What follows belongs to an exercise in optimizing a design on an open flow for small area; a production flow would make more cautious choices.
Only simulation tests tie the RTL to the original design; equivalence was not proved.

### run.sh
#!/bin/bash
# synth_recipe.tcl (not shown) runs the flow's synth.tcl, then flattens the netlist and writes it again
# the make line also repeats each setting of config.mk as NAME=value (left out here)
make -C /OpenROAD-flow-scripts/flow DESIGN_CONFIG=/design/flow/config.mk WORK_HOME=/design/flow/orfs CLKGATE_MAP_FILE= SYNTH_SCRIPT=/design/flow/synth_recipe.tcl finish
### config.mk
export PLATFORM = sky130hd
export DESIGN_NAME = top
export DESIGN_NICKNAME = top
export VERILOG_FILES = /design/flow/design.v
export SDC_FILE = /design/flow/constraint.sdc
export NUM_CORES = 4
export LEC_CHECK = 0
export ABC_AREA = 1
export CAP_MARGIN = 20
export CORE_MARGIN = 2
export CORE_UTILIZATION = 45
export CTS_BUF_LIST = sky130_fd_sc_hd__clkbuf_4 sky130_fd_sc_hd__clkbuf_8
export SLEW_MARGIN = 20
### constraint.sdc
create_clock -name core_clock -period 10.0 [get_ports {clk}]
set_input_delay 2.0000 -clock core_clock [delete_from_list [all_inputs] [get_ports {clk}]]
set_output_delay 2.0000 -clock core_clock [all_outputs]
set_load 0.01 [all_outputs]
### design.v
module ws2812b (
    input  logic       bits,
    input  logic [1:0] colour,    
    input  logic [1:0] third,
    input  logic [2:0] rgb,       
    output logic       ws2812b_out
);
    logic bitval;
    always_comb begin
        case (colour)
            2'd0: bitval = rgb[1];
            2'd1: bitval = rgb[2];
            default: bitval = rgb[0];
        endcase
        ws2812b_out = bits & ((third == 2'd0) | (bitval & (third == 2'd1)));
    end
endmodule
module controller (
    input  logic       clk,
    input  logic       rst,
    output logic       rd,
    output logic       bits,
    output logic [5:0] pixel,
    output logic [1:0] colour,   
    output logic [1:0] third
);
    localparam [1:0] READ = 2'd0, PRE = 2'd1, BITS = 2'd2, IDLE = 2'd3;
    logic [1:0] ph;
    logic       gap;    
    logic [2:0] q5;     
    logic [1:0] t3;     
    logic [2:0] b8;     
    logic [1:0] c3;     
    logic [5:0] pix;    
    logic q_end, t_end, b_end, c_end;
    assign q_end = (q5 == 3'd4);
    assign t_end = q_end & (t3 == 2'd2);
    assign b_end = t_end & (b8 == 3'd7);
    assign c_end = b_end & (c3 == 2'd2);
    always_ff @(posedge clk) begin
        if (rst) begin
            ph <= READ;
            gap <= 1'b0;
            q5 <= 3'd0;
            t3 <= 2'd0;
            b8 <= 3'd0;
            c3 <= 2'd0;
            pix <= 6'd0;
        end else begin
            case (ph)
                READ: begin
                    ph <= PRE;
                    gap <= 1'b0;
                end
                PRE: begin
                    gap <= 1'b1;
                    if (gap)
                        ph <= BITS;
                end
                BITS: begin
                    if (c3 == 2'd2 && b8 == 3'd7 && t3 == 2'd2 && q5 == 3'd3) begin
                        q5 <= 3'd0;
                        t3 <= 2'd0;
                        b8 <= 3'd0;
                        c3 <= 2'd0;
                        pix <= pix + 6'd1;    
                        ph <= (pix == 6'd63) ? IDLE : READ;
                    end else begin
                        q5 <= q_end ? 3'd0 : q5 + 3'd1;
                        if (q_end) t3 <= (t3 == 2'd2) ? 2'd0 : t3 + 2'd1;
                        if (t_end) b8 <= b8 + 3'd1;
                        if (b_end) c3 <= (c3 == 2'd2) ? 2'd0 : c3 + 2'd1;
                    end
                end
                default: begin
                    if (pix == 6'd5 && c3 == 2'd1 && b8 == 3'd5 && t3 == 2'd0 && q5 == 3'd4) begin
                        q5 <= 3'd0;
                        t3 <= 2'd0;
                        b8 <= 3'd0;
                        c3 <= 2'd0;
                        pix <= 6'd0;
                        ph <= READ;
                    end else begin
                        q5 <= q_end ? 3'd0 : q5 + 3'd1;
                        if (q_end) t3 <= (t3 == 2'd2) ? 2'd0 : t3 + 2'd1;
                        if (t_end) b8 <= b8 + 3'd1;
                        if (b_end) c3 <= (c3 == 2'd2) ? 2'd0 : c3 + 2'd1;
                        if (c_end) pix <= pix + 6'd1;
                    end
                end
            endcase
        end
    end
    assign rd = (ph == READ);
    assign bits = (ph == BITS);
    assign pixel = pix;
    assign colour = c3;
    assign third = t3;
endmodule
module game_of_life #(
    parameter [63:0] INIT_GRID = 64'h0
)(
    input  logic       clk,
    input  logic       rst,
    input  logic       load,
    input  logic       load_bit,
    input  logic [2:0] fcol,       
    input  logic       use_s0,     
    input  logic       save_s0,    
    input  logic       borrow,     
    input  logic [7:0] wcol,       
    input  logic [7:0] wcol7,      
    output logic [7:0] fetch,      
    output logic [7:0] wdata       
);
    logic [63:0] grid;
    logic [7:0]  a, b, s0;          
    logic [7:0]  nxt;               
    logic [7:0]  rcol;
    always_comb begin
        for (int m = 0; m < 8; m++)
            fetch[m] = grid[m * 8 + fcol];
    end
    assign rcol = use_s0 ? s0 : fetch;
    logic [1:0] h [8];
    always_comb begin
        for (int r = 0; r < 8; r++)
            h[r] = 2'(b[r]) + 2'(a[r]) + 2'(rcol[r]);
        for (int r = 0; r < 8; r++) begin
            logic [3:0] sum;
            sum = 4'(h[(r + 7) % 8]) + 4'(h[r]) + 4'(h[(r + 1) % 8]);
            nxt[r] = (sum == 4'd3) | (a[r] & (sum == 4'd4));
        end
        for (int m = 0; m < 8; m++)
            wdata[m] = borrow ? nxt[(m + 1) % 8] : nxt[m];
    end
    always_ff @(posedge clk) begin
        a <= fetch;
        b <= a;
        if (save_s0)
            s0 <= fetch;
    end
    logic [7:0] x0, x1;     
    logic [7:0] sel, sel7;  
    logic [7:0] en, en7;
    assign x0 = wdata & {8{~rst}};
    assign x1 = wdata | {8{rst}};
    assign sel = wcol | {8{rst}};
    assign sel7 = wcol7 | {8{rst}};
    assign en = sel | {8{load}};
    assign en7 = sel7 | {8{load}};
    always_ff @(posedge clk) begin
        for (int q = 0; q < 64; q++) begin
            if ((q / 8 == 7) ? en7[q % 8] : en[q % 8])
                grid[q] <= ((q / 8 == 7) ? sel7[q % 8] : sel[q % 8])
                         ? (INIT_GRID[q] ? x1[q / 8] : x0[q / 8])
                         : ((q == 63) ? load_bit : grid[(q + 1) % 64]);
        end
    end
endmodule
module top (
    input  logic clk,
    input  logic rst,
    input  logic load,
    input  logic [2:0] load_rgb,
    output logic _48b
);
    localparam [14:0] TICK_FIRST = 15'h0001;
    localparam [14:0] TICK_LAST  = 15'h57EA;
    logic [14:0] div_lfsr;
    logic tick;
    always_ff @(posedge clk) begin
        if (rst) begin
            div_lfsr <= TICK_FIRST;
            tick <= 1'b0;
        end else if (div_lfsr == TICK_LAST) begin
            div_lfsr <= TICK_FIRST;
            tick <= 1'b1;
        end else begin
            div_lfsr <= {div_lfsr[13:0], div_lfsr[14] ^ div_lfsr[13]};
            tick <= 1'b0;
        end
    end
    logic       go;
    logic [3:0] wstep;      
    logic [3:0] eoff;       
    assign go = tick & ~load;
    always_ff @(posedge clk) begin
        if (rst)
            wstep <= 4'd0;
        else if (go)
            wstep <= 4'd1;
        else
            wstep <= (wstep == 4'd0 || wstep == 4'd9) ? 4'd0 : wstep + 4'd1;
        eoff <= go ? 4'hF : eoff + 4'd1 - 4'(load);
    end
    logic       busy;       
    logic       cw;         
    logic [3:0] wpos;       
    logic       borrow;
    logic [2:0] jw;
    logic [2:0] fcolr;      
    logic [7:0] wcol, wcol7;
    assign busy = go | (wstep != 4'd0 && wstep != 4'd9);
    assign cw = (wstep >= 4'd2);
    assign wpos = eoff - 4'(load);
    assign borrow = cw & wpos[3];
    assign jw = wpos[2:0];
    assign fcolr = 3'(eoff + 4'd1);
    always_comb begin
        for (int j = 0; j < 8; j++) begin
            wcol[j] = cw & (jw == 3'(j));
            wcol7[j] = wcol[j] & ~borrow;
        end
    end
    logic       rd;
    logic       bits;
    logic [5:0] pixel;
    logic [1:0] colour;
    logic [1:0] third;
    logic       pend;
    logic [5:0] pos;        
    logic [2:0] rgb;        
    logic [5:0] tgt;        
    logic [2:0] fcol;
    assign tgt = rd ? pixel : pos - 6'(load);
    assign fcol = go ? 3'd7 : busy ? fcolr : pos[2:0];
    logic [7:0] r_fetch, g_fetch, b_fetch;
    logic [7:0] r_wdata, g_wdata, b_wdata;
    game_of_life #(.INIT_GRID(64'hE000_0000_0000_0000)) u_red_gol (
        .clk(clk), .rst(rst), .load(load), .load_bit(load_rgb[2]),
        .fcol(fcol), .use_s0(wstep == 4'd9), .save_s0(wstep == 4'd1), .borrow(borrow),
        .wcol(wcol), .wcol7(wcol7), .fetch(r_fetch), .wdata(r_wdata));
    game_of_life #(.INIT_GRID(64'h001C_0000_0000_0000)) u_green_gol (
        .clk(clk), .rst(rst), .load(load), .load_bit(load_rgb[1]),
        .fcol(fcol), .use_s0(wstep == 4'd9), .save_s0(wstep == 4'd1), .borrow(borrow),
        .wcol(wcol), .wcol7(wcol7), .fetch(g_fetch), .wdata(g_wdata));
    game_of_life #(.INIT_GRID(64'h0000_0700_0000_0000)) u_blue_gol (
        .clk(clk), .rst(rst), .load(load), .load_bit(load_rgb[0]),
        .fcol(fcol), .use_s0(wstep == 4'd9), .save_s0(wstep == 4'd1), .borrow(borrow),
        .wcol(wcol), .wcol7(wcol7), .fetch(b_fetch), .wdata(b_wdata));
    logic wrp;          
    logic wrp_now;
    logic tgt_written;
    assign wrp_now = ~rd & (wrp | (pos == 6'd0 & load));
    assign tgt_written = cw & (tgt[2:0] == jw) & ((tgt[5:3] != 3'd7) | ~borrow | wrp_now);
    always_ff @(posedge clk) begin
        if (rst) begin
            pend <= 1'b0;
        end else if (rd | pend) begin
            pos <= tgt;
            wrp <= wrp_now;
            if (tgt_written) begin
                rgb <= {r_wdata[tgt[5:3]], g_wdata[tgt[5:3]], b_wdata[tgt[5:3]]};
                pend <= 1'b0;
            end else if (!rd && !busy) begin
                rgb <= {r_fetch[pos[5:3]], g_fetch[pos[5:3]], b_fetch[pos[5:3]]};
                pend <= 1'b0;
            end else begin
                pend <= 1'b1;
            end
        end
    end
    controller u_ctrl (
        .clk(clk), .rst(rst), .rd(rd), .bits(bits),
        .pixel(pixel), .colour(colour), .third(third));
    ws2812b u_ws (
        .bits(bits), .colour(colour), .third(third), .rgb(rgb), .ws2812b_out(_48b));
endmodule
==> results of run 1 <==
==> area by class of cell <==
class	count	share of cell area
Inverter	223	0.04005
Clock inverter	8	0.004310
Timing Repair Buffer	32	0.01281
Multi-Input combinational cell	1591	0.4427
Sequential cell	318	0.4128
Tap cell	539	0.03227
Clock buffer	95	0.05507
==> cells in the mapped netlist, types with 6 or more instances <==
master | instances | share of area
a21oi_1 | 35 | 0.0091
a31oi_1 | 12 | 0.0039
buf_2 | 27 | 0.0070
buf_4 | 8 | 0.0031
clkbuf_1 | 53 | 0.010
dfxtp_1 | 92 | 0.096
edfxtp_1 | 226 | 0.35
fa_1 | 72 | 0.075
ha_1 | 91 | 0.059
inv_1 | 211 | 0.041
inv_2 | 7 | 0.0014
mux2_2 | 20 | 0.012
nand2_1 | 634 | 0.12
nand3_1 | 272 | 0.071
nand4_1 | 58 | 0.019
nor2_1 | 119 | 0.023
nor3_1 | 7 | 0.0018
nor4_1 | 6 | 0.0020
o211ai_1 | 11 | 0.0043
o21ai_0 | 195 | 0.051
xnor2_1 | 6 | 0.0027
xor2_1 | 27 | 0.012
==> per-layer routing <==
metal | track usage | part of all wire | wire length (microns)
met2 | 0.4060 | 0.45 | 25500
met4 | 0.08329 | 0.027 | 1510
met5 | 0 | 0 | 0
met3 | 0.04693 | 0.089 | 5042
met1 | 0.3619 | 0.43 | 24460
==> worst reg2reg max path, stage by stage (launching register included) <==
cell and delay (ps):
dfxtp_1 400, inv_1 80, ha_1 200, nand3_2 70, buf_4 480, nand2_2 210, nand2_4 560, nand3_4 500
inv_2 780, nand2_1 120, nand3_1 120, nand3_1 250, nand3_1 150, o21ai_0 200, fa_1 550, inv_1 80
ha_1 200, fa_1 500, fa_1 420, xor2_1 210, nand3_1 100, o21ai_0 90, o21ai_0 150, nand2_1 90
nand2_1 200, nor2_1 520, nand2_1 110, nand2_1 90
==> stage by stage <==
stage,area (sq um)
floorplan,19170
global placement,19640
detailed placement,19640
CTS,20880
global route,20900
finish,20900
==> sequential cells by signal (all words and copies together), names as in the netlist, 2 cells and up <==
name	count
u_green_gol.grid	64
u_blue_gol.b	8
pos	6
eoff	4
u_blue_gol.s0	8
div_lfsr	15
u_ctrl.c3	2
u_blue_gol.a	8
u_red_gol.b	8
u_ctrl.t3	2
u_ctrl.q5	3
u_ctrl.ph	2
u_green_gol.s0	8
u_ctrl.pix	6
wstep	4
u_ctrl.b8	3
u_blue_gol.grid	64
u_green_gol.a	8
u_red_gol.s0	8
u_red_gol.grid	64
u_green_gol.b	8
u_red_gol.a	8
rgb	3
==> placed cells by master, fill, tap and decap left out, types with 27 or more instances in the layout <==
| cell | n |
|---|---|
| nand4_1 | 58 |
| edfxtp_1 | 226 |
| clkbuf_8 | 70 |
| fa_1 | 72 |
| xor2_1 | 27 |
| dfxtp_1 | 92 |
| o21ai_0 | 195 |
| nor2_1 | 117 |
| nand3_1 | 272 |
| ha_1 | 91 |
| inv_1 | 211 |
| nand2_1 | 633 |
| a21oi_1 | 35 |
==> cells by family (layout without fill, tap and decap cells) <==
kind of cell             Yosys count  in the layout  share of synthesized area
buffers and inverters            321            358                    0.06812
AND/OR/NAND/NOR                 1113           1113                     0.2484
AO/OA/AOI/OAI                    262            262                    0.07217
adder cells (fa/ha/maj)          163            163                     0.1346
XOR/XNOR                          33             33                    0.01507
flip-flops                       318            318                     0.4500
multiplexers                      20             20                    0.01175
==> final timing paths <==
check | from | to | slack, ps
max | load | u_red_gol.grid[26] | 1880
min | u_blue_gol.a[7] | u_blue_gol.b[7] | 350
max reg2reg | wstep[1] | u_red_gol.grid[26] | 2400
min reg2reg | u_blue_gol.a[7] | u_blue_gol.b[7] | 350
==> reports/metrics.yaml, run 1 <==
route:
  wirelength_microns: 56510
  antenna_left: 0
  routed_via_density: 5.686
  drt_iter0_drc: 1639
  drc: 0
  dr.pass1.iters: 6
  vias: 15960
  routedWlPerCell_microns: 20.14
grt:
  antenna_found_initial: 0
  grt_max_degree: 52
  grt_usage: 0.2580
  grt_pass1_wl_microns: 87360
  grt_pass1_vias: 15400
  grt_overflow_total: 0
min_path:
  holdPathStages: 0
  hold_class: "reg2reg"
setup_path:
  end_kind: "register"
  crit_top_cell: "nand2_1"
  crit_arrival_ps: 8630
  crit_chain: "clkdlybuf4s50_1 -> inv_1 -> nand2_2 -> nand3_4 -> inv_2 -> nand2_1 -> nand3_1 -> nand3_1 -> nand3_1 -> o21ai_0 -> fa_1 -> inv_1 -> ha_1 -> fa_1 -> fa_1 -> xor2_1 -> nand3_1 -> o21ai_0 -> o21ai_0 -> nand2_1 -> nand2_1 -> nor2_1 -> nand2_1 -> nand2_1"
  reg2regPathDepth: 27
  slowest_delay_ps: 780
  worst-path-max-fanout: 39
  cp.depth: 24
  worst_ep_required_time_ps: 10510
  cp-start-kind: "primary input"
  critPathKind: "in2reg"
  critPathBufInv: 4
  crit_slowest_cell: "inv_2"
  crit_family: "simple AND/OR/NAND/NOR gates"
logic_synthesis:
  synth_seq_area_share: 0.4500
  synth_edf_count: 226
  ys_ff_latch: 318
  synth_cells: 2230
  synth_nets: 2399
  netlist_area_sq_mm: 0.01917
  yosysWarnings: 9
  synth_area_per_cell_sq_um: 8.598
  async_flop_share: 0
  synth_ff_type: "edfxtp_1"
  synth_cell_type_count: 39
final_layout:
  syn_to_final_growth_pct: 9.005
  seqCellArea_sq_mm: 0.008628
  nets: 2391
  stdcell_count: 2806
  diodes: 0
  fill_cells: 4049
  layout-drive-gt1-share: 0.07631
  multi_input_area_sq_mm: 0.009253
  final_core_util: 0.4972
cts:
  clk_pin_slew_ps: 60
  hold_buffers: 0
  clk_latency_ps: 660
  cts.sink_count: 318
  htreeDepth: 2
  cts_root_buf: "clkbuf_8"
  ctsLongestPathBuffers: 3
  cts_tree: "done"
  cts_buffers: 56
  post-cts-setup-buffers: 0
  cts-resized-gates: 0
floorplanning:
  start_util: 0.4561
  dieArea_sq_mm: 0.04428
  io_pins: 7
  core_sq_mm: 0.04204
  rows: 75
  dieHeight_microns: 210.4
  die_w_microns: 210.4
place:
  dp_cells: 2702
  gp_congestion: 0.8786
  dp_hpwl_microns: 37850
  port_buffers: 6
  dpl_worst_slack_ps: 1400
sta:
  setup-tns-final_ps: 0
  worst_pin_slew_ps: 959.7
  holdWs_ps: 349.8
  fmax_ghz: 0.1232
  hold_viol: 0
  setup_viol: 0
  fin_crit_sh: 0.8118
  slew_headroom: 0.3534
  fin_crit_ps: 8118
  grt_setup_unrepaired: "false"
  drv_slew: 0
  fin_ws_ps: 1882
  fin_skew_ps: 21.81
run:
  maxCapViolCount: 0
status:
  status: "complete, no violations"
==> run 2, diff against run 1 <==
--- a/design.v
+++ b/design.v
@@ -104,7 +104,7 @@
     input  logic       rst,
     input  logic       load,
     input  logic       load_bit,
-    input  logic [2:0] fcol,       
+    input  logic [7:0] fsel,       
     input  logic       use_s0,     
     input  logic       save_s0,    
     input  logic       borrow,     
@@ -119,7 +119,7 @@
     logic [7:0]  rcol;
     always_comb begin
         for (int m = 0; m < 8; m++)
-            fetch[m] = grid[m * 8 + fcol];
+            fetch[m] = |(grid[m * 8 +: 8] & fsel);
     end
     assign rcol = use_s0 ? s0 : fetch;
     logic [1:0] h [8];
@@ -182,16 +182,16 @@
         end
     end
     logic       go;
-    logic [3:0] wstep;      
+    logic       win;        
     logic [3:0] eoff;       
+    logic [9:1] wstep;
+    assign wstep = div_lfsr[9:1];
     assign go = tick & ~load;
     always_ff @(posedge clk) begin
         if (rst)
-            wstep <= 4'd0;
-        else if (go)
-            wstep <= 4'd1;
+            win <= 1'b0;
         else
-            wstep <= (wstep == 4'd0 || wstep == 4'd9) ? 4'd0 : wstep + 4'd1;
+            win <= go | (win & ~wstep[9]);
         eoff <= go ? 4'hF : eoff + 4'd1 - 4'(load);
     end
     logic       busy;       
@@ -201,8 +201,8 @@
     logic [2:0] jw;
     logic [2:0] fcolr;      
     logic [7:0] wcol, wcol7;
-    assign busy = go | (wstep != 4'd0 && wstep != 4'd9);
-    assign cw = (wstep >= 4'd2);
+    assign busy = go | (win & ~wstep[9]);
+    assign cw = win & ~wstep[1];
     assign wpos = eoff - 4'(load);
     assign borrow = cw & wpos[3];
     assign jw = wpos[2:0];
@@ -225,19 +225,24 @@
     logic [2:0] fcol;
     assign tgt = rd ? pixel : pos - 6'(load);
     assign fcol = go ? 3'd7 : busy ? fcolr : pos[2:0];
+    logic [7:0] fsel;
+    always_comb begin
+        for (int j = 0; j < 8; j++)
+            fsel[j] = (fcol == 3'(j));
+    end
     logic [7:0] r_fetch, g_fetch, b_fetch;
     logic [7:0] r_wdata, g_wdata, b_wdata;
     game_of_life #(.INIT_GRID(64'hE000_0000_0000_0000)) u_red_gol (
         .clk(clk), .rst(rst), .load(load), .load_bit(load_rgb[2]),
-        .fcol(fcol), .use_s0(wstep == 4'd9), .save_s0(wstep == 4'd1), .borrow(borrow),
+        .fsel(fsel), .use_s0(win & wstep[9]), .save_s0(win & wstep[1]), .borrow(borrow),
         .wcol(wcol), .wcol7(wcol7), .fetch(r_fetch), .wdata(r_wdata));
     game_of_life #(.INIT_GRID(64'h001C_0000_0000_0000)) u_green_gol (
         .clk(clk), .rst(rst), .load(load), .load_bit(load_rgb[1]),
-        .fcol(fcol), .use_s0(wstep == 4'd9), .save_s0(wstep == 4'd1), .borrow(borrow),
+        .fsel(fsel), .use_s0(win & wstep[9]), .save_s0(win & wstep[1]), .borrow(borrow),
         .wcol(wcol), .wcol7(wcol7), .fetch(g_fetch), .wdata(g_wdata));
     game_of_life #(.INIT_GRID(64'h0000_0700_0000_0000)) u_blue_gol (
         .clk(clk), .rst(rst), .load(load), .load_bit(load_rgb[0]),
-        .fcol(fcol), .use_s0(wstep == 4'd9), .save_s0(wstep == 4'd1), .borrow(borrow),
+        .fsel(fsel), .use_s0(win & wstep[9]), .save_s0(win & wstep[1]), .borrow(borrow),
         .wcol(wcol), .wcol7(wcol7), .fetch(b_fetch), .wdata(b_wdata));
     logic wrp;          
     logic wrp_now;
--- a/config.mk
+++ b/config.mk
@@ -8,6 +8,8 @@
 export ABC_AREA = 1
 export CAP_MARGIN = 20
 export CORE_MARGIN = 2
-export CORE_UTILIZATION = 45
-export CTS_BUF_LIST = sky130_fd_sc_hd__clkbuf_4 sky130_fd_sc_hd__clkbuf_8
+export CORE_UTILIZATION = 70
+export CTS_BUF_LIST = sky130_fd_sc_hd__clkbuf_8
+export CTS_CLUSTER_DIAMETER = 80
+export CTS_CLUSTER_SIZE = 13
 export SLEW_MARGIN = 20
==> run 2 against run 1 <==
Largest cell class unchanged. Still clean. Wire length fell by 12%. Critical endpoint is now u_blue_gol.grid[37]. Global-route usage rose by 10 points. Highest routed layer unchanged.
==> reports/metrics.yaml, run 2 <==
status:
  status: "complete, no violations"
cts:
  ctsLongestPathBuffers: 3
  clk_pin_slew_ps: 100
  cts_root_buf: "clkbuf_8"
  cts_buffers: 28
  htreeDepth: 1
  cts_tree: "done"
  cts.sink_count: 315
  post-cts-setup-buffers: 0
  hold_buffers: 0
  cts-resized-gates: 0
  clk_latency_ps: 660
setup_path:
  slowest_delay_ps: 630
  worst-path-max-fanout: 31
  worst_ep_required_time_ps: 10470
  crit_top_cell: "nand2_1"
  end_kind: "register"
  crit_slowest_cell: "clkdlybuf4s50_1"
  critPathBufInv: 5
  critPathKind: "in2reg"
  cp-startpoint: "load"
  crit_chain: "clkdlybuf4s50_1 -> inv_2 -> nand2_4 -> nand2_1 -> nor2_2 -> buf_4 -> nand3_1 -> nand2_1 -> nor2_1 -> nand3_1 -> o21ai_0 -> fa_1 -> inv_1 -> ha_1 -> fa_1 -> fa_1 -> o31ai_1 -> nand3b_1 -> nand2_1 -> nand2_1 -> nor2_1 -> inv_1 -> o21ai_0"
  cp-start-kind: "primary input"
  rr_startpoint: "eoff[0]"
  crit_arrival_ps: 8140
  crit_family: "simple AND/OR/NAND/NOR gates"
sta:
  fmax_ghz: 0.1304
  grt_setup_unrepaired: "false"
  slew_headroom: 0.3914
  fin_crit_sh: 0.7670
  setup-tns-final_ps: 0
  fin_skew_ps: 52.16
  worst_pin_slew_ps: 911.9
  setup_viol: 0
  fin_crit_ps: 7670
  holdWs_ps: 354.9
  drv_slew: 0
  hold_viol: 0
logic_synthesis:
  synth_area_per_cell_sq_um: 8.610
  ys_ff_latch: 315
  synth_ff_type: "edfxtp_1"
  synth_largest_area_cell: "edfxtp_1"
  synth_edf_count: 226
  synth_nets: 2334
  synth_top_cell_area_share: 0.3634
  synthTopCellsByArea: "edfxtp_1 (36%), nand2_1 (11%), dfxtp_1 (9.5%)"
  yosysMostFrequentCell: "nand2_1"
  synth_seq_area_share: 0.4588
  netlist_area_sq_mm: 0.01868
  synth_cell_type_count: 43
  async_flop_share: 0
  yosysWarnings: 9
  synth_common_cells: "nand2_1 (564), o21ai_0 (280), inv_1 (233)"
  synth_cells: 2169
route:
  routed_via_density: 6.113
  routedWlPerCell_microns: 19.78
  wirelength_microns: 49630
  drt_iter0_drc: 1850
  drc: 0
  antenna_left: 0
  dr.pass1.iters: 6
  vias: 15340
final_layout:
  final_cell_mix: "nand2_1 (564), o21ai_0 (280), inv_1 (255)"
  reg.largest.list: "u_blue_gol.grid (64), u_green_gol.grid (64), u_red_gol.grid (64)"
  nets: 2317
  syn_to_final_growth_pct: 4.502
  finalInstanceArea_sq_mm: 0.01952
  layout_commonest_cell: "nand2_1"
  layout-drive-gt1-share: 0.04232
  final_core_util: 0.7468
  diodes: 0
place:
  dp_hpwl_microns: 35400
  placed_area_sq_mm: 0.01902
  port_buffers: 6
  gp_congestion: 0.9520
grt:
  grt_overflow_total: 0
  grt_usage: 0.3603
  grt_pass1_wl_microns: 78760
  grt_max_degree: 49
  antenna_found_initial: 0
  grt_pass1_vias: 14790
floorplanning:
  start_util: 0.7146
  io_pins: 7
  dieArea_sq_mm: 0.02800
  rows: 59
  dieHeight_microns: 167.3
  core_sq_mm: 0.02613
  die_w_microns: 167.3
min_path:
  hold_class: "reg2reg"
  hold_path.startpoint: "u_blue_gol.a[6]"
run:
  maxCapViolCount: 0
[run 2: changes by cell type after synthesis, sizes merged, moves of 5 or more]
cell | previous run | this run
o21ai | 196 | 290
nand2 | 640 | 573
nand3 | 277 | 222
nand4 | 58 | 25
nor2 | 120 | 149
inv | 218 | 239
mux2 | 20 | 0
buf | 45 | 36
clkbuf | 53 | 44
o211ai | 11 | 2
clkinv | 5 | 0
nor3 | 7 | 12
[run 2: area by class of cell]
cell class	instances	area (sq um)
Tap cell	335	419.2
Sequential cell	315	8568
Clock inverter	24	110.1
Inverter	239	897.1
Clock buffer	28	385.4
Multi-Input combinational cell	1535	8874
Fill cell	2000	6616
Timing Repair Buffer	33	262.8
[run 2: path summary, 6_finish.rpt]
path | endpoint | slack [ps] | cells past startpoint
worst max-delay path | u_blue_gol.grid[37] | 2330 | 23
worst min-delay path | u_blue_gol.b[6] | 350 | 0
worst max register to register | u_blue_gol.grid[37] | 3850 | 22
worst min register to register | u_blue_gol.b[6] | 350 | 0
[run 2: cells by family after synthesis]
logic type,Yosys count,synth area share
mux,2,0.001072
flops,315,0.4588
compound gates,349,0.09701
simple gates,992,0.2246
fa+ha+maj,159,0.1355
xor+xnor,33,0.01588
buf+inv,319,0.06720
[run 2: per-layer routing]
metal	GRT usage	share of wire
met3	0.08485	0.12
met4	0.1274	0.034
met5	0	0
met2	0.5672	0.45
met1	0.4961	0.40
[run 2: per-stage QoR]
step           instances  worst slack [ps]
3_3_place_gp        2457              2029
3_5_place_dp        2457              1860
5_1_grt             2509              1862
6_report            2509              2330
4_1_cts             2509              2516
2_1_floorplan       2169              3974
==> run 3, diff against run 2 <==
--- a/config.mk
+++ b/config.mk
@@ -10,6 +10,6 @@
 export CORE_MARGIN = 2
 export CORE_UTILIZATION = 70
 export CTS_BUF_LIST = sky130_fd_sc_hd__clkbuf_8
-export CTS_CLUSTER_DIAMETER = 80
-export CTS_CLUSTER_SIZE = 13
+export CTS_CLUSTER_DIAMETER = 100
+export CTS_CLUSTER_SIZE = 16
 export SLEW_MARGIN = 20
==> run 3 against run 2 <==
Still clean on timing, DRC and antenna. Global-route usage shrank 0.17 points. Synthesized cell count is the same. Final area shrank 0.56%. Critical endpoint is now u_green_gol.grid[23].
==> reports/metrics.yaml, run 3 <==
status:
  status: "complete, no violations"
setup_path:
  worstReg2RegEnd: "u_green_gol.grid[23]"
  end_kind: "register"
  r2r_slack_ps: 3870
  reg2regPathDepth: 24
  worst-path-max-fanout: 31
  critPathKind: "in2reg"
  crit_path_end: "u_green_gol.grid[23]"
  rr_startpoint: "eoff[0]"
  cp-start-kind: "primary input"
  crit_arrival_ps: 8140
  worst_ep_required_time_ps: 10410
  cp-startpoint: "load"
cts:
  cts_buffers: 23
  hold_buffers: 0
  clk_latency_ps: 590
  cts-resized-gates: 0
  ctsLongestPathBuffers: 3
  clk_pin_slew_ps: 120
  htreeDepth: 1
  cts.sink_count: 315
  post-cts-setup-buffers: 0
  cts_tree: "done"
  cts_root_buf: "clkbuf_8"
floorplanning:
  core_sq_mm: 0.02613
  start_util: 0.7146
  dieArea_sq_mm: 0.02800
  io_pins: 7
  dieHeight_microns: 167.3
  rows: 59
  die_w_microns: 167.3
place:
  gp_congestion: 0.9520
  placed_area_sq_mm: 0.01902
  dpl_worst_slack_ps: 1860
  port_buffers: 6
  dp_hpwl_microns: 35400
route:
  antenna_left: 0
  wirelength_microns: 49540
  routedWlPerCell_microns: 19.83
  drc: 0
  drt_iter0_drc: 2003
  dr.pass1.iters: 6
  routed_via_density: 6.127
  vias: 15310
final_layout:
  final_core_util: 0.7427
  layout-drive-gt1-share: 0.03976
  diodes: 0
  fill_cells: 2025
  finalInstanceArea_sq_mm: 0.01941
  final_cell_mix: "nand2_1 (564), o21ai_0 (280), inv_1 (250)"
  reg.largest.list: "u_blue_gol.grid (64), u_green_gol.grid (64), u_red_gol.grid (64)"
  nets: 2312
  layout_commonest_cell: "nand2_1"
  syn_to_final_growth_pct: 3.920
sta:
  drv_slew: 0
  hold_viol: 0
  fin_ws_ps: 2268
  fin_crit_ps: 7732
  worst_pin_slew_ps: 921.0
  fmax_ghz: 0.1293
  fin_skew_ps: 36.50
  grt_setup_unrepaired: "false"
  fin_crit_sh: 0.7732
  setup-tns-final_ps: 0
  setup_viol: 0
  slew_headroom: 0.3854
logic_synthesis:
  async_flop_share: 0
  yosysMostFrequentCell: "nand2_1"
  synth_seq_area_share: 0.4588
  synth_edf_count: 226
  synth_nets: 2334
  synth_largest_area_cell: "edfxtp_1"
  synth_top_cell_area_share: 0.3634
  netlist_area_sq_mm: 0.01868
  synth_common_cells: "nand2_1 (564), o21ai_0 (280), inv_1 (233)"
  synthTopCellsByArea: "edfxtp_1 (36%), nand2_1 (11%), dfxtp_1 (9.5%)"
  synth_area_per_cell_sq_um: 8.610
  yosysWarnings: 9
  ys_ff_latch: 315
  synth_cell_type_count: 43
  synth_ff_type: "edfxtp_1"
  synth_cells: 2169
grt:
  grt_pass1_vias: 14750
  grt_overflow_total: 0
  grt_max_degree: 49
  grt_pass1_wl_microns: 78560
  antenna_found_initial: 0
  grt_usage: 0.3586
run:
  maxCapViolCount: 0
min_path:
  hold_class: "reg2reg"
==> run 3: logic make-up (layout without fill, tap and decap cells) <==
family	Yosys count	in the layout	synth area share
AOI/OAI and AO/OA	349	349	0.09701
xor gates and xnor gates	33	33	0.01588
adders and majority gates	159	159	0.1355
buffers and inverters	319	313	0.06720
DFF	315	315	0.4588
muxes	2	2	0.001072
and+or+nand+nor	992	992	0.2246
==> run 3: worst min-delay path by stage <==
stage | start | endpoint | slack [ps] | cells past startpoint
finish | u_blue_gol.a[6] | u_blue_gol.b[6] | 350 | 0
floorplan | u_blue_gol.a[0] | u_blue_gol.b[0] | 330 | 0
CTS | u_green_gol.a[7] | u_green_gol.b[7] | 350 | 0
global route | u_green_gol.a[7] | u_green_gol.b[7] | 360 | 0
global placement | u_blue_gol.a[7] | u_blue_gol.b[7] | 340 | 0
detailed placement | u_blue_gol.a[6] | u_blue_gol.b[6] | 340 | 0
==> run 3: area by class of cell <==
class	instances	area, sq um	area share
Clock buffer	23	316.6	0.01631
Sequential cell	315	8568	0.4415
Inverter	239	897.1	0.04623
Multi-Input combinational cell	1535	8874	0.4572
Clock inverter	18	70.07	0.003610
Tap cell	335	419.2	0.02160
Timing Repair Buffer	33	262.8	0.01354
==> run 3: through the flow <==
| stage | hold slack (ps) | std cells |
|---|---|---|
| after global routing | 363.5 | 2498 |
| after floorplan | 330.8 | 2169 |
| after CTS | 352.2 | 2498 |
| final | 346.4 | 2498 |
| after global placement | 335.8 | 2457 |
| after detailed placement | 338.4 | 2457 |
==> run 3: layer usage <==
metal / part of all wire / GRT usage / vias to the layer above / routed length [microns]
met2: 0.44 / 0.5609 / 893 / 21760
met1: 0.39 / 0.5018 / 7069 / 19530
met3: 0.13 / 0.07540 / 163 / 6322
met5: 0 / 0 / - / 0
met4: 0.039 / 0.1301 / 0 / 1927
li1: - / - / 7180 / -
==> run 3: worst max-delay path, cell delays in order <==
cell	delay [ps]
clkdlybuf4s50_1	630
inv_2	220
nand2_4	170
nand2_1	320
nor2_2	430
buf_4	460
nand3_1	120
nand2_1	110
nor2_1	140
nand3_1	130
o21ai_0	130
fa_1	570
inv_1	90
ha_1	200
fa_1	540
fa_1	450
nor2_1	120
nand3_1	80
o21ai_0	90
nand3_1	190
nand2_1	100
nand2_1	90
nor2_1	330
inv_1	190
o21ai_0	180
==> run 4, diff against run 3 <==
==> flow/run.sh (new file) <==
#!/bin/bash
# The standard layout, except for synthesis: the combinational logic is
# mapped with an area-oriented ABC script (flow/abc_area.script) and without
# Yosys's full-adder extraction. Registers, flattening and renaming are those
# of the standard synthesis (same synth_recipe.tcl).
set -euo pipefail
rm -rf scripts_area
cp -r "$FLOW_HOME/scripts" scripts_area
cp flow/abc_area.script scripts_area/abc_area.script
bash standard.sh SCRIPTS_DIR="$PWD/scripts_area" ADDER_MAP_FILE= synth > synth.log 2>&1
bash standard.sh finish > layout.log 2>&1
==> flow/abc_area.script (new file) <==
strash
&get -n
&deepsyn -T 20
&put
dch -f
amap
strash
dch -f
amap
topo
==> standard.sh (new file) <==
#!/bin/bash
# synth_recipe.tcl (not shown) runs the flow's synth.tcl, then flattens the netlist and writes it again
# the make line also repeats each setting of config.mk as NAME=value (left out here)
make -C /OpenROAD-flow-scripts/flow DESIGN_CONFIG=/design/flow/config.mk WORK_HOME=/design/flow/orfs CLKGATE_MAP_FILE= SYNTH_SCRIPT=/design/flow/synth_recipe.tcl "${@:-finish}"
removed: run.sh
==> run 4 against run 3 <==
Still clean on timing, DRC and antenna. Critical path depth rose by 1. Final cell count is 15% lower. Fmax decreased by 10%. Die area shrank 15%. Clock skew rose by 24 ps. Via count down 1.9%. Flip-flop and latch count is the same. Register-to-register slack worse by 1100 ps. Largest cell class is now flip-flops and latches.
==> reports/metrics.yaml, run 4 <==
final_layout:
  final_core_util: 0.7546
  syn_to_final_growth_pct: 6.863
  layout-drive-gt1-share: 0.03273
  layout_commonest_cell: "clkinv_1"
  reg.largest.list: "u_blue_gol.grid (64), u_green_gol.grid (64), u_red_gol.grid (64)"
  nets: 1823
  final_cell_mix: "clkinv_1 (362), o22ai_1 (338), edfxtp_1 (226)"
logic_synthesis:
  synth_common_cells: "clkinv_1 (362), o22ai_1 (338), edfxtp_1 (226)"
  synthTopCellsByArea: "edfxtp_1 (43%), o22ai_1 (13%), dfxtp_1 (11%)"
  synth_area_per_cell_sq_um: 9.032
  yosysWarnings: 9
  synth_seq_area_share: 0.5409
  synth_largest_area_cell: "edfxtp_1"
  synth_edf_count: 226
  synth_top_cell_area_share: 0.4284
  synth_ff_type: "edfxtp_1"
  yosysMostFrequentCell: "clkinv_1"
  ys_ff_latch: 315
  synth_nets: 1760
  async_flop_share: 0
  netlist_area_sq_mm: 0.01584
  synth_cell_type_count: 46
  synth_cells: 1754
floorplanning:
  die_w_microns: 154.4
  rows: 55
  dieHeight_microns: 154.4
  start_util: 0.7061
  dieArea_sq_mm: 0.02385
  core_sq_mm: 0.02243
  io_pins: 7
route:
  antenna_left: 0
  drc: 0
  drt_iter0_drc: 2261
  wirelength_microns: 49120
  routed_via_density: 7.086
  dr.pass1.iters: 12
  routedWlPerCell_microns: 23.18
  vias: 15020
sta:
  setup-tns-final_ps: 0
  holdWs_ps: 380.3
  fin_crit_sh: 0.8607
  fmax_ghz: 0.1162
  drv_slew: 0
  fin_ws_ps: 1393
  slew_headroom: 0.2070
  hold_viol: 0
  worst_pin_slew_ps: 1182
  grt_setup_unrepaired: "false"
  fin_skew_ps: 60.32
  setup_viol: 0
  fin_crit_ps: 8607
cts:
  htreeDepth: 1
  clk_pin_slew_ps: 100
  ctsLongestPathBuffers: 3
  cts-resized-gates: 0
  cts.sink_count: 315
  hold_buffers: 0
  cts_buffers: 23
  post-cts-setup-buffers: 0
  cts_tree: "done"
  clk_latency_ps: 620
  cts_root_buf: "clkbuf_8"
setup_path:
  crit_top_cell: "clkinv_1"
  critPathKind: "in2reg"
  crit_family: "compound AO/OA/AOI/OAI gates"
  critPathBufInv: 7
  worst_ep_required_time_ps: 10280
  crit_arrival_ps: 8890
  reg2regPathDepth: 28
  slowest_delay_ps: 720
  worst-path-max-fanout: 15
  worstReg2RegEnd: "rgb[0]"
  rr_startpoint: "eoff[1]"
  cp-start-kind: "primary input"
  crit_slowest_cell: "o22ai_1"
  r2r_slack_ps: 2750
  end_kind: "register"
min_path:
  hold_path.startpoint: "u_red_gol.a[4]"
  hold_class: "reg2reg"
  holdPathStages: 0
  hold_path_end: "u_red_gol.b[4]"
grt:
  grt_overflow_total: 0
  antenna_found_initial: 0
  grt_pass1_wl_microns: 74310
  grt_pass1_vias: 13770
  grt_max_degree: 28
  grt_usage: 0.4018
place:
  dp_hpwl_microns: 32260
  dpl_worst_slack_ps: 1199
  gp_congestion: 0.9732
  port_buffers: 6
status:
  status: "complete, no violations"
run:
  maxCapViolCount: 0
## run 4: per-layer routing
layer / share of wire / GRT usage / wire length [microns]
met3: 0.14 / 0.08378 / 6860
met1: 0.36 / 0.5297 / 17650
met2: 0.44 / 0.6395 / 21750
met4: 0.058 / 0.1989 / 2856
met5: 0 / 0 / 0
## run 4: cells by family (layout without fill, tap and decap cells)
logic type / count (synthesis) / count (layout) / synth area share
and+or+nand+nor: 431 / 431 / 0.1156
other: 0 / 1 / 0
buffers and inverters: 362 / 441 / 0.08578
DFF: 315 / 315 / 0.5409
AOI/OAI and AO/OA: 646 / 646 / 0.2578
## run 4: final cells by class
cell class                 count  area [sq um]
antenna                        1         2.502
fill                        1661          5505
tap                          285         356.6
inverter                     362          1359
multi-input combinational   1077          5929
clock buffer                  23         316.6
timing repair buffer          38         317.8
clock inverter                18         78.83
sequential                   315          8568
## run 4: through the flow
| stage | cell area [sq um] | std cells |
|---|---|---|
| floorplan | 15840 | 1754 |
| global placement | 16500 | 2075 |
| detailed placement | 16500 | 2075 |
| CTS | 16890 | 2116 |
| global route | 16930 | 2118 |
| finish | 16930 | 2119 |
## run 4: worst max-delay path by stage
stage / startpoint / endpoint / slack, ps / depth (start not counted)
after detailed placement: load / rgb[1] / 1200 / 25
after global routing: load / rgb[0] / 880 / 27
after CTS: load / rgb[2] / 1790 / 27
after floorplan: load / rgb[2] / 3150 / 20
final: load / rgb[2] / 1390 / 26
after global placement: load / rgb[2] / 1400 / 27
==> run 5, diff against run 4 <==
--- a/design.v
+++ b/design.v
@@ -140,21 +140,14 @@
         if (save_s0)
             s0 <= fetch;
     end
-    logic [7:0] x0, x1;     
-    logic [7:0] sel, sel7;  
-    logic [7:0] en, en7;
-    assign x0 = wdata & {8{~rst}};
-    assign x1 = wdata | {8{rst}};
-    assign sel = wcol | {8{rst}};
-    assign sel7 = wcol7 | {8{rst}};
-    assign en = sel | {8{load}};
-    assign en7 = sel7 | {8{load}};
     always_ff @(posedge clk) begin
         for (int q = 0; q < 64; q++) begin
-            if ((q / 8 == 7) ? en7[q % 8] : en[q % 8])
-                grid[q] <= ((q / 8 == 7) ? sel7[q % 8] : sel[q % 8])
-                         ? (INIT_GRID[q] ? x1[q / 8] : x0[q / 8])
-                         : ((q == 63) ? load_bit : grid[(q + 1) % 64]);
+            if (rst)
+                grid[q] <= INIT_GRID[q];
+            else if ((q / 8 == 7) ? wcol7[q % 8] : wcol[q % 8])
+                grid[q] <= wdata[q / 8];
+            else if (load)
+                grid[q] <= (q == 63) ? load_bit : grid[(q + 1) % 64];
         end
     end
 endmodule
--- a/config.mk
+++ b/config.mk
@@ -8,7 +8,7 @@
 export ABC_AREA = 1
 export CAP_MARGIN = 20
 export CORE_MARGIN = 2
-export CORE_UTILIZATION = 70
+export CORE_UTILIZATION = 85
 export CTS_BUF_LIST = sky130_fd_sc_hd__clkbuf_8
 export CTS_CLUSTER_DIAMETER = 100
 export CTS_CLUSTER_SIZE = 16
==> run 5 against run 4 <==
Area after synthesis down 8.2%. The run now fails in global placement without I/O. Synthesized cell count up 0.80%.
==> reports/metrics.yaml, run 5 <==
status:
  error: "[ERROR GPL-0301] Utilization 103.332 % exceeds 100%."
  haltStage: "global placement without I/O"
  status: "aborted with a tool error"
logic_synthesis:
  synth_largest_area_cell: "dfxtp_1"
  synth_edf_count: 34
  synth_common_cells: "dfxtp_1 (281), o21ai_0 (281), nor2_1 (242)"
  async_flop_share: 0
  ys_ff_latch: 315
  synth_cell_type_count: 41
  synth_seq_area_share: 0.4570
  synth_cells: 1768
  synth_area_per_cell_sq_um: 8.226
  synth_ff_type: "dfxtp_1"
  synth_nets: 1774
  yosysWarnings: 9
  synthTopCellsByArea: "dfxtp_1 (39%), o21ai_0 (9.7%), a22oi_1 (9.6%)"
  netlist_area_sq_mm: 0.01454
  synth_top_cell_area_share: 0.3868
floorplanning:
  rows: 47
  dieHeight_microns: 134.8
  start_util: 0.8738
  die_w_microns: 134.8
run 5: logic make-up after synthesis:
logic type	count (synthesis)	share of synthesized area
compound gates	819	0.3650
buf+inv	185	0.04775
flops	315	0.4570
simple gates	449	0.1303
==> run 6, diff against run 5 <==
--- a/config.mk
+++ b/config.mk
@@ -8,7 +8,7 @@
 export ABC_AREA = 1
 export CAP_MARGIN = 20
 export CORE_MARGIN = 2
-export CORE_UTILIZATION = 85
+export CORE_UTILIZATION = 70
 export CTS_BUF_LIST = sky130_fd_sc_hd__clkbuf_8
 export CTS_CLUSTER_DIAMETER = 100
 export CTS_CLUSTER_SIZE = 16
==> run 6 against run 5 <==
The run now finishes clean. Area after synthesis unchanged. Synthesized cell count unchanged.
==> reports/metrics.yaml, run 6 <==
status:
  status: "complete, no violations"
cts:
  cts_tree: "done"
  hold_buffers: 0
  htreeDepth: 1
  clk_latency_ps: 600
  cts-resized-gates: 0
  clk_pin_slew_ps: 110
  cts_buffers: 23
  cts.sink_count: 315
  ctsLongestPathBuffers: 3
  post-cts-setup-buffers: 0
  cts_root_buf: "clkbuf_8"
grt:
  grt_pass1_vias: 14400
  antenna_found_initial: 0
  grt_pass1_wl_microns: 75900
  grt_max_degree: 29
  grt_overflow_total: 0
  grt_usage: 0.4382
logic_synthesis:
  synth_top_cell_area_share: 0.3868
  synth_largest_area_cell: "dfxtp_1"
  synth_common_cells: "dfxtp_1 (281), o21ai_0 (281), nor2_1 (242)"
  synth_nets: 1774
  synthTopCellsByArea: "dfxtp_1 (39%), o21ai_0 (9.7%), a22oi_1 (9.6%)"
  yosysWarnings: 9
  synth_edf_count: 34
  netlist_area_sq_mm: 0.01454
  synth_seq_area_share: 0.4570
  synth_ff_type: "dfxtp_1"
  synth_area_per_cell_sq_um: 8.226
  synth_cell_type_count: 41
  ys_ff_latch: 315
  synth_cells: 1768
  async_flop_share: 0
route:
  dr.pass1.iters: 10
  vias: 15430
  drt_iter0_drc: 2369
  antenna_left: 0
  routed_via_density: 7.291
  routedWlPerCell_microns: 23.43
  drc: 0
  wirelength_microns: 49580
setup_path:
  slowest_delay_ps: 720
  cp-start-kind: "primary input"
  crit_top_cell: "clkinv_1"
  crit_family: "compound AO/OA/AOI/OAI gates"
  crit_slowest_cell: "a2111oi_0"
  critPathKind: "in2reg"
  end_kind: "register"
  worst_ep_required_time_ps: 10340
  worst-path-max-fanout: 16
  crit_arrival_ps: 8820
  critPathBufInv: 9
final_layout:
  fill_cells: 1545
  nets: 1842
  syn_to_final_growth_pct: 7.640
  reg.largest.list: "u_blue_gol.grid (64), u_green_gol.grid (64), u_red_gol.grid (64)"
  layout-drive-gt1-share: 0.04496
  stdcell_count: 2116
  final_cell_mix: "o21ai_0 (281), dfxtp_1 (281), nor2_1 (226)"
  diodes: 0
place:
  dp_cells: 2081
  port_buffers: 6
  gp_congestion: 0.9842
  dp_hpwl_microns: 32000
  dpl_worst_slack_ps: 1292
sta:
  slew_headroom: 0.2925
  fin_ws_ps: 1514
  holdWs_ps: 389.0
  hold_viol: 0
  drv_slew: 0
  worst_pin_slew_ps: 1061
  grt_setup_unrepaired: "false"
  setup_viol: 0
  fin_crit_ps: 8486
  fmax_ghz: 0.1178
  fin_skew_ps: 38.88
  setup-tns-final_ps: 0
  fin_crit_sh: 0.8486
floorplanning:
  core_sq_mm: 0.02030
  dieArea_sq_mm: 0.02194
  die_w_microns: 148.1
  rows: 52
  io_pins: 7
  dieHeight_microns: 148.1
  start_util: 0.7164
run:
  maxCapViolCount: 0
min_path:
  hold_class: "reg2reg"
-- run 6: cell counts after synthesis --
Identical to the previous run, type by type.
-- run 6: area by class of cell --
type,count,area (sq um),share of cell area
Timing Repair Buffer,43,337.8,0.02158
Clock inverter,12,52.55,0.003357
Clock buffer,23,316.6,0.02022
Sequential cell,315,6646,0.4246
Tap cell,270,337.8,0.02158
Multi-Input combinational cell,1268,7268,0.4643
Inverter,185,694.4,0.04436
-- run 6: through the flow --
step                      cell area (sq um)    util
after floorplan                       14540       -
after global placement                15280  0.7530
after detailed placement              15280  0.7530
after CTS                             15650  0.7711
after global routing                  15650  0.7711
final                                 15650  0.7711
-- run 6: kinds of logic (layout without fill, tap and decap cells) --
group                  count (synthesis)  after routing  share of synthesized area
AND/OR/NAND/NOR                      449            449                     0.1303
buffers and inverters                185            263                    0.04775
flip-flops                           315            315                     0.4570
AO/OA/AOI/OAI                        819            819                     0.3650
-- run 6: per-layer routing --
layer / vias up / GRT usage / routed length [microns]
li1: 6892 / - / -
met1: 6962 / 0.5586 / 17730
met2: 1234 / 0.6706 / 20990
met3: 339 / 0.1074 / 7149
met4: 0 / 0.2781 / 3708
met5: - / 0 / 0
-- run 6: path summary, 6_finish.rpt --
kind             startpoint              to  slack, ps  cells after the start
min reg2reg  u_red_gol.a[7]  u_red_gol.b[7]        390                      0
min          u_red_gol.a[7]  u_red_gol.b[7]        390                      0
max reg2reg         eoff[1]          rgb[2]       3040                     27
max                    load          rgb[2]       1510                     28
-- run 6: worst reg2reg max path: stages, from the launching register on --
cell and delay, ps:
dfxtp_1 510, clkinv_1 210, nor2_1 190, a21oi_1 90, o22ai_1 380, clkinv_1 260
nand3_1 220, clkinv_1 620, a2111oi_0 720, buf_4 230, clkinv_1 130, o22ai_1 200
nand2_1 90, o21ai_0 270, clkinv_1 280, o22ai_1 300, clkinv_1 130, o22ai_1 320
nor3_1 90, a21oi_1 150, a211oi_1 60, a21oi_1 390, nand2_1 130, clkinv_1 110
o21ai_0 90, nor4_1 250, a311oi_1 70, a31o_1 220
==> run 7, diff against run 6 <==
--- a/config.mk
+++ b/config.mk
@@ -6,10 +6,10 @@
 export NUM_CORES = 4
 export LEC_CHECK = 0
 export ABC_AREA = 1
-export CAP_MARGIN = 20
+export CAP_MARGIN = 0
 export CORE_MARGIN = 2
 export CORE_UTILIZATION = 70
 export CTS_BUF_LIST = sky130_fd_sc_hd__clkbuf_8
 export CTS_CLUSTER_DIAMETER = 100
 export CTS_CLUSTER_SIZE = 16
-export SLEW_MARGIN = 20
+export SLEW_MARGIN = 0
==> run 7 against run 6 <==
Still clean on timing, DRC and antenna. Largest cell class unchanged. Core utilization is the same. Worst setup slack unchanged. Flip-flop and latch count unchanged. Final area stayed put. Hold slack unchanged. Via count stayed put. Global-route usage unchanged. Synthesized cell count is the same. Count of clock-buffer cells in the layout unchanged.
==> reports/metrics.yaml, run 7 <==
floorplanning:
  core_sq_mm: 0.02030
  die_w_microns: 148.1
  io_pins: 7
  start_util: 0.7164
  dieHeight_microns: 148.1
  dieArea_sq_mm: 0.02194
  rows: 52
logic_synthesis:
  synth_area_per_cell_sq_um: 8.226
  synth_nets: 1774
  synthTopCellsByArea: "dfxtp_1 (39%), o21ai_0 (9.7%), a22oi_1 (9.6%)"
  synth_cells: 1768
  synth_seq_area_share: 0.4570
  async_flop_share: 0
  synth_cell_type_count: 41
  ys_ff_latch: 315
  synth_top_cell_area_share: 0.3868
  synth_ff_type: "dfxtp_1"
  synth_common_cells: "dfxtp_1 (281), o21ai_0 (281), nor2_1 (242)"
  synth_largest_area_cell: "dfxtp_1"
  netlist_area_sq_mm: 0.01454
  yosysWarnings: 9
  synth_edf_count: 34
grt:
  antenna_found_initial: 0
  grt_pass1_wl_microns: 75900
  grt_overflow_total: 0
  grt_max_degree: 29
  grt_pass1_vias: 14400
  grt_usage: 0.4382
sta:
  slew_headroom: 0.2925
  grt_setup_unrepaired: "false"
  setup_viol: 0
  fin_crit_sh: 0.8486
  worst_pin_slew_ps: 1061
  setup-tns-final_ps: 0
  hold_viol: 0
  fmax_ghz: 0.1178
  fin_ws_ps: 1514
  fin_skew_ps: 38.88
  drv_slew: 0
  fin_crit_ps: 8486
setup_path:
  end_kind: "register"
  reg2regPathDepth: 27
  crit_slowest_cell: "a2111oi_0"
  worst-path-max-fanout: 16
  critPathKind: "in2reg"
  slowest_delay_ps: 720
  cp-start-kind: "primary input"
  worst_ep_required_time_ps: 10340
  crit_top_cell: "clkinv_1"
  crit_arrival_ps: 8820
final_layout:
  fill_cells: 1545
  final_cell_mix: "o21ai_0 (281), dfxtp_1 (281), nor2_1 (226)"
  syn_to_final_growth_pct: 7.640
  nets: 1842
  diodes: 0
  reg.largest.list: "u_blue_gol.grid (64), u_green_gol.grid (64), u_red_gol.grid (64)"
  layout-drive-gt1-share: 0.04496
cts:
  ctsLongestPathBuffers: 3
  cts-resized-gates: 0
  cts_tree: "done"
  cts.sink_count: 315
  cts_buffers: 23
  hold_buffers: 0
  cts_root_buf: "clkbuf_8"
  clk_latency_ps: 600
  htreeDepth: 1
  post-cts-setup-buffers: 0
  clk_pin_slew_ps: 110
status:
  status: "complete, no violations"
route:
  drc: 0
  routed_via_density: 7.291
  wirelength_microns: 49580
  routedWlPerCell_microns: 23.43
  vias: 15430
  antenna_left: 0
  drt_iter0_drc: 2369
  dr.pass1.iters: 10
place:
  dpl_worst_slack_ps: 1292
  gp_congestion: 0.9842
  port_buffers: 6
  dp_hpwl_microns: 32000
min_path:
  hold_class: "reg2reg"
  holdPathStages: 0
run:
  maxCapViolCount: 0
run 7: cell counts in the layout (fill, tap and decap cells not counted):
No cell type changed its count.
run 7: worst paths after layout:
kind,from,end,slack [ps]
setup / recovery,load,rgb[2],1510
hold / removal,u_red_gol.a[7],u_red_gol.b[7],390
setup reg to reg,eoff[1],rgb[2],3040
hold reg to reg,u_red_gol.a[7],u_red_gol.b[7],390
run 7: per-stage QoR:
stage | std cells | cell area, sq um | hold WS, ps | util
final | 2116 | 15650 | 389.0 | 0.7711
after CTS | 2116 | 15650 | 376.4 | 0.7711
after global placement | 2081 | 15280 | 378.5 | 0.7530
after detailed placement | 2081 | 15280 | 384.5 | 0.7530
after floorplan | 1768 | 14540 | 369.4 | -
after global routing | 2116 | 15650 | 385.6 | 0.7711
run 7: cell families after synthesis:
kind of cell	after synthesis	share of synthesized area
AO/OA/AOI/OAI	819	0.3650
buffers and inverters	185	0.04775
flip-flops	315	0.4570
AND/OR/NAND/NOR	449	0.1303
run 7: metal layers:
metal / vias up / track usage / share of wire
met5: - / 0 / 0
met4: 0 / 0.2781 / 0.075
met3: 339 / 0.1074 / 0.14
met2: 1234 / 0.6706 / 0.42
met1: 6962 / 0.5586 / 0.36
li1: 6892 / - / -
run 7: layout make-up:
cell class,count,area (sq um),share of cell area
Clock buffer,23,316.6,0.02022
Clock inverter,12,52.55,0.003357
Inverter,185,694.4,0.04436
Multi-Input combinational cell,1268,7268,0.4643
Sequential cell,315,6646,0.4246
Tap cell,270,337.8,0.02158
Timing Repair Buffer,43,337.8,0.02158
run 7: worst max-delay path, delay by kind of cell:
kind                   cells  cell delay, ps
buffers and inverters      9            2400
AOI/OAI and AO/OA         13            3480
and+or+nand+nor            6             960
==> run 8, diff against run 7 <==
--- a/design.v
+++ b/design.v
@@ -26,75 +26,50 @@
 );
     localparam [1:0] READ = 2'd0, PRE = 2'd1, BITS = 2'd2, IDLE = 2'd3;
     logic [1:0] ph;
-    logic       gap;    
     logic [2:0] q5;     
     logic [1:0] t3;     
-    logic [2:0] b8;     
-    logic [1:0] c3;     
+    logic [4:0] n;      
     logic [5:0] pix;    
-    logic q_end, t_end, b_end, c_end;
+    logic q_end, t_end, n_end, pix_end, idle_end, clr;
     assign q_end = (q5 == 3'd4);
     assign t_end = q_end & (t3 == 2'd2);
-    assign b_end = t_end & (b8 == 3'd7);
-    assign c_end = b_end & (c3 == 2'd2);
+    assign n_end = t_end & (n == 5'd23);
+    assign pix_end = (ph == BITS) & (n == 5'd23) & (t3 == 2'd2) & (q5 == 3'd3);
+    assign idle_end = (ph == IDLE) & (pix == 6'd5) & (n == 5'd13) & (t3 == 2'd0) & q_end;
+    assign clr = pix_end | idle_end | (ph == PRE);
     always_ff @(posedge clk) begin
         if (rst) begin
             ph <= READ;
-            gap <= 1'b0;
             q5 <= 3'd0;
             t3 <= 2'd0;
-            b8 <= 3'd0;
-            c3 <= 2'd0;
+            n <= 5'd0;
             pix <= 6'd0;
         end else begin
             case (ph)
-                READ: begin
-                    ph <= PRE;
-                    gap <= 1'b0;
-                end
-                PRE: begin
-                    gap <= 1'b1;
-                    if (gap)
-                        ph <= BITS;
-                end
-                BITS: begin
-                    if (c3 == 2'd2 && b8 == 3'd7 && t3 == 2'd2 && q5 == 3'd3) begin
-                        q5 <= 3'd0;
-                        t3 <= 2'd0;
-                        b8 <= 3'd0;
-                        c3 <= 2'd0;
-                        pix <= pix + 6'd1;    
-                        ph <= (pix == 6'd63) ? IDLE : READ;
-                    end else begin
-                        q5 <= q_end ? 3'd0 : q5 + 3'd1;
-                        if (q_end) t3 <= (t3 == 2'd2) ? 2'd0 : t3 + 2'd1;
-                        if (t_end) b8 <= b8 + 3'd1;
-                        if (b_end) c3 <= (c3 == 2'd2) ? 2'd0 : c3 + 2'd1;
-                    end
-                end
-                default: begin
-                    if (pix == 6'd5 && c3 == 2'd1 && b8 == 3'd5 && t3 == 2'd0 && q5 == 3'd4) begin
-                        q5 <= 3'd0;
-                        t3 <= 2'd0;
-                        b8 <= 3'd0;
-                        c3 <= 2'd0;
-                        pix <= 6'd0;
-                        ph <= READ;
-                    end else begin
-                        q5 <= q_end ? 3'd0 : q5 + 3'd1;
-                        if (q_end) t3 <= (t3 == 2'd2) ? 2'd0 : t3 + 2'd1;
-                        if (t_end) b8 <= b8 + 3'd1;
-                        if (b_end) c3 <= (c3 == 2'd2) ? 2'd0 : c3 + 2'd1;
-                        if (c_end) pix <= pix + 6'd1;
-                    end
-                end
+                READ: ph <= PRE;
+                PRE: if (q5 == 3'd1) ph <= BITS;
+                BITS: if (pix_end) ph <= (pix == 6'd63) ? IDLE : READ;
+                default: if (idle_end) ph <= READ;
             endcase
+            if (ph != READ)
+                q5 <= (q_end | (ph == PRE & q5 == 3'd1) | pix_end) ? 3'd0 : q5 + 3'd1;
+            if (pix_end | idle_end) begin
+                t3 <= 2'd0;
+                n <= 5'd0;
+            end else if (ph[1]) begin
+                if (q_end) t3 <= (t3 == 2'd2) ? 2'd0 : t3 + 2'd1;
+                if (t_end) n <= (n == 5'd23) ? 5'd0 : n + 5'd1;
+            end
+            if (idle_end)
+                pix <= 6'd0;
+            else if (pix_end | (ph == IDLE & n_end))
+                pix <= pix + 6'd1;
         end
     end
     assign rd = (ph == READ);
     assign bits = (ph == BITS);
     assign pixel = pix;
-    assign colour = c3;
+    assign colour = n[4:3];
     assign third = t3;
 endmodule
 module game_of_life #(
--- a/config.mk
+++ b/config.mk
@@ -6,10 +6,10 @@
 export NUM_CORES = 4
 export LEC_CHECK = 0
 export ABC_AREA = 1
-export CAP_MARGIN = 0
+export CAP_MARGIN = 20
 export CORE_MARGIN = 2
 export CORE_UTILIZATION = 70
 export CTS_BUF_LIST = sky130_fd_sc_hd__clkbuf_8
 export CTS_CLUSTER_DIAMETER = 100
 export CTS_CLUSTER_SIZE = 16
-export SLEW_MARGIN = 0
+export SLEW_MARGIN = 20
==> run 8 against run 7 <==
Final cell count increased by 0.43%. Count of clock-buffer cells in the layout unchanged. Synthesized cell count increased by 0.62%. Critical path type unchanged. Largest cell class unchanged.
==> reports/metrics.yaml, run 8 <==
cts:
  hold_buffers: 0
  clk_pin_slew_ps: 110
  cts.sink_count: 314
  htreeDepth: 1
  ctsLongestPathBuffers: 3
  clk_latency_ps: 590
  post-cts-setup-buffers: 0
  cts_tree: "done"
  cts-resized-gates: 0
  cts_buffers: 23
  cts_root_buf: "clkbuf_8"
final_layout:
  final_cell_mix: "o21ai_0 (295), dfxtp_1 (280), nor2_1 (229)"
  fill_cells: 1533
  diodes: 0
  syn_to_final_growth_pct: 7.784
  nets: 1853
  multi_input_area_sq_mm: 0.007288
  final_core_util: 0.7732
  layout_commonest_cell: "o21ai_0"
  reg.largest.list: "u_blue_gol.grid (64), u_green_gol.grid (64), u_red_gol.grid (64)"
  layout-drive-gt1-share: 0.04528
  seqCellArea_sq_mm: 0.006626
setup_path:
  worst-path-max-fanout: 12
  critPathKind: "in2reg"
  crit_family: "compound AO/OA/AOI/OAI gates"
  end_kind: "register"
  slowest_delay_ps: 620
  critPathBufInv: 7
  worst_ep_required_time_ps: 10440
  crit_slowest_cell: "nor3_2"
  crit_arrival_ps: 9230
  crit_top_cell: "clkinv_1"
  cp-start-kind: "primary input"
logic_synthesis:
  yosysWarnings: 9
  synth_common_cells: "o21ai_0 (296), dfxtp_1 (280), nor2_1 (240)"
  synth_area_per_cell_sq_um: 8.186
  synth_cells: 1779
  netlist_area_sq_mm: 0.01456
  yosysMostFrequentCell: "o21ai_0"
  synth_edf_count: 34
  synthTopCellsByArea: "dfxtp_1 (38%), o21ai_0 (10%), a22oi_1 (9.5%)"
  synth_cell_type_count: 47
  async_flop_share: 0
  synth_ff_type: "dfxtp_1"
  synth_nets: 1785
  ys_ff_latch: 314
  synth_top_cell_area_share: 0.3849
  synth_seq_area_share: 0.4550
  synth_largest_area_cell: "dfxtp_1"
sta:
  grt_setup_unrepaired: "false"
  fin_skew_ps: 26.57
  setup-tns-final_ps: 0
  drv_slew: 0
  hold_viol: 0
  fin_ws_ps: 1205
  slew_headroom: 0.3111
  worst_pin_slew_ps: 1023
  fin_crit_sh: 0.8795
  fin_crit_ps: 8795
  setup_viol: 0
  fmax_ghz: 0.1137
route:
  wirelength_microns: 48170
  dr.pass1.iters: 10
  drt_iter0_drc: 2524
  routedWlPerCell_microns: 22.67
  antenna_left: 0
  vias: 15320
  drc: 0
  routed_via_density: 7.208
place:
  gp_congestion: 1.007
  dpl_worst_slack_ps: 1005
  port_buffers: 6
  dp_hpwl_microns: 31950
grt:
  grt_usage: 0.4268
  grt_overflow_total: 0
  grt_pass1_wl_microns: 74890
  grt_max_degree: 29
  grt_pass1_vias: 14330
  antenna_found_initial: 0
status:
  status: "complete, no violations"
run:
  maxCapViolCount: 0
floorplanning:
  dieArea_sq_mm: 0.02197
  rows: 52
  dieHeight_microns: 148.2
  io_pins: 7
  core_sq_mm: 0.02030
  die_w_microns: 148.2
  start_util: 0.7174
min_path:
  hold_class: "reg2reg"
## run 8: kinds of logic after synthesis
logic type,after synthesis,share of synthesized area
AND/OR/NAND/NOR,454,0.1317
AO/OA/AOI/OAI,812,0.3616
XOR/XNOR,1,0.0006015
flip-flops,314,0.4550
buffers and inverters,198,0.05104
## run 8: routing by layer
layer | wire (microns) | global-route usage | vias up
met5 | 0 | 0 | -
met4 | 2841 | 0.2176 | 0
met3 | 6730 | 0.1061 | 290
met2 | 20550 | 0.6627 | 1169
met1 | 18050 | 0.5567 | 6968
li1 | - | - | 6889
## run 8: path summary, 6_finish.rpt
check	start	end	slack, ps	cells past startpoint
worst max register to register	div_lfsr[9]	rgb[2]	2910	24
worst max-delay path	load	rgb[2]	1200	26
worst min-delay path	u_green_gol.a[4]	u_green_gol.b[4]	400	0
worst min register to register	u_green_gol.a[4]	u_green_gol.b[4]	400	0
## run 8: area by class of cell
cell class                 count  area share
clock buffer                  23     0.02017
clock inverter                10    0.002949
inverter                     198     0.04735
multi-input combinational   1267      0.4643
sequential                   314      0.4222
tap                          270     0.02152
timing repair buffer          43     0.02152
## run 8: worst register-to-register path, delay by kind of cell, from the launching register on
kind,cells,cell delay (ps)
AND/OR/NAND/NOR,5,1360
buffers and inverters,6,1600
flip-flops,1,350
AO/OA/AOI/OAI,13,3640
## run 8: per-stage QoR
step	area, sq um	hold slack, ps	instances
floorplan	14560	355.1	1779
global placement	15330	374.9	2092
detailed placement	15330	374.3	2092
CTS	15700	385.4	2125
global route	15700	407.1	2125
finish	15700	397.6	2125

[static timing again, ports no longer ideal]
How much do the figures lean on ideal ports? The routed layouts below were timed once more, with nothing changed but the port constraints.
Step 1: set_driving_cell puts a clkbuf_16 on clk and a buf_2 on each other input, an assumption about the parent block.
Step 2, shift: input delay + t, output delay - t, t = (earliest + latest rising clock arrival at the registers) / 2. This alone moves slack from input paths to output paths.
a / b / c = ideal ports / drivers / drivers and shift; a / b = the first two.
| run | t, ns | slack for setup (ns) | clock arrival spread, ns |
|---|---|---|---|
| run 1 | 0.697 | 1.882 / 1.906 / 1.209 | 0.022 / 0.022 |
| run 2 | 0.676 | 2.330 / 2.350 / 1.673 | 0.053 / 0.053 |
| run 3 | 0.625 | 2.268 / 2.289 / 1.663 | 0.041 / 0.041 |
| run 4 | 0.632 | 1.393 / 1.412 / 0.780 | 0.061 / 0.060 |
| run 6 | 0.627 | 1.514 / 1.532 / 0.905 | 0.039 / 0.039 |
| run 7 | 0.627 | 1.514 / 1.532 / 0.905 | 0.039 / 0.039 |
| run 8 | 0.621 | 1.205 / 1.219 / 0.598 | 0.028 / 0.027 |
After both steps setup and hold are still met in every run listed. For run 1, which loses most, drivers alone change the setup slack by +0.024 ns; drivers and shift together by -0.673 ns.
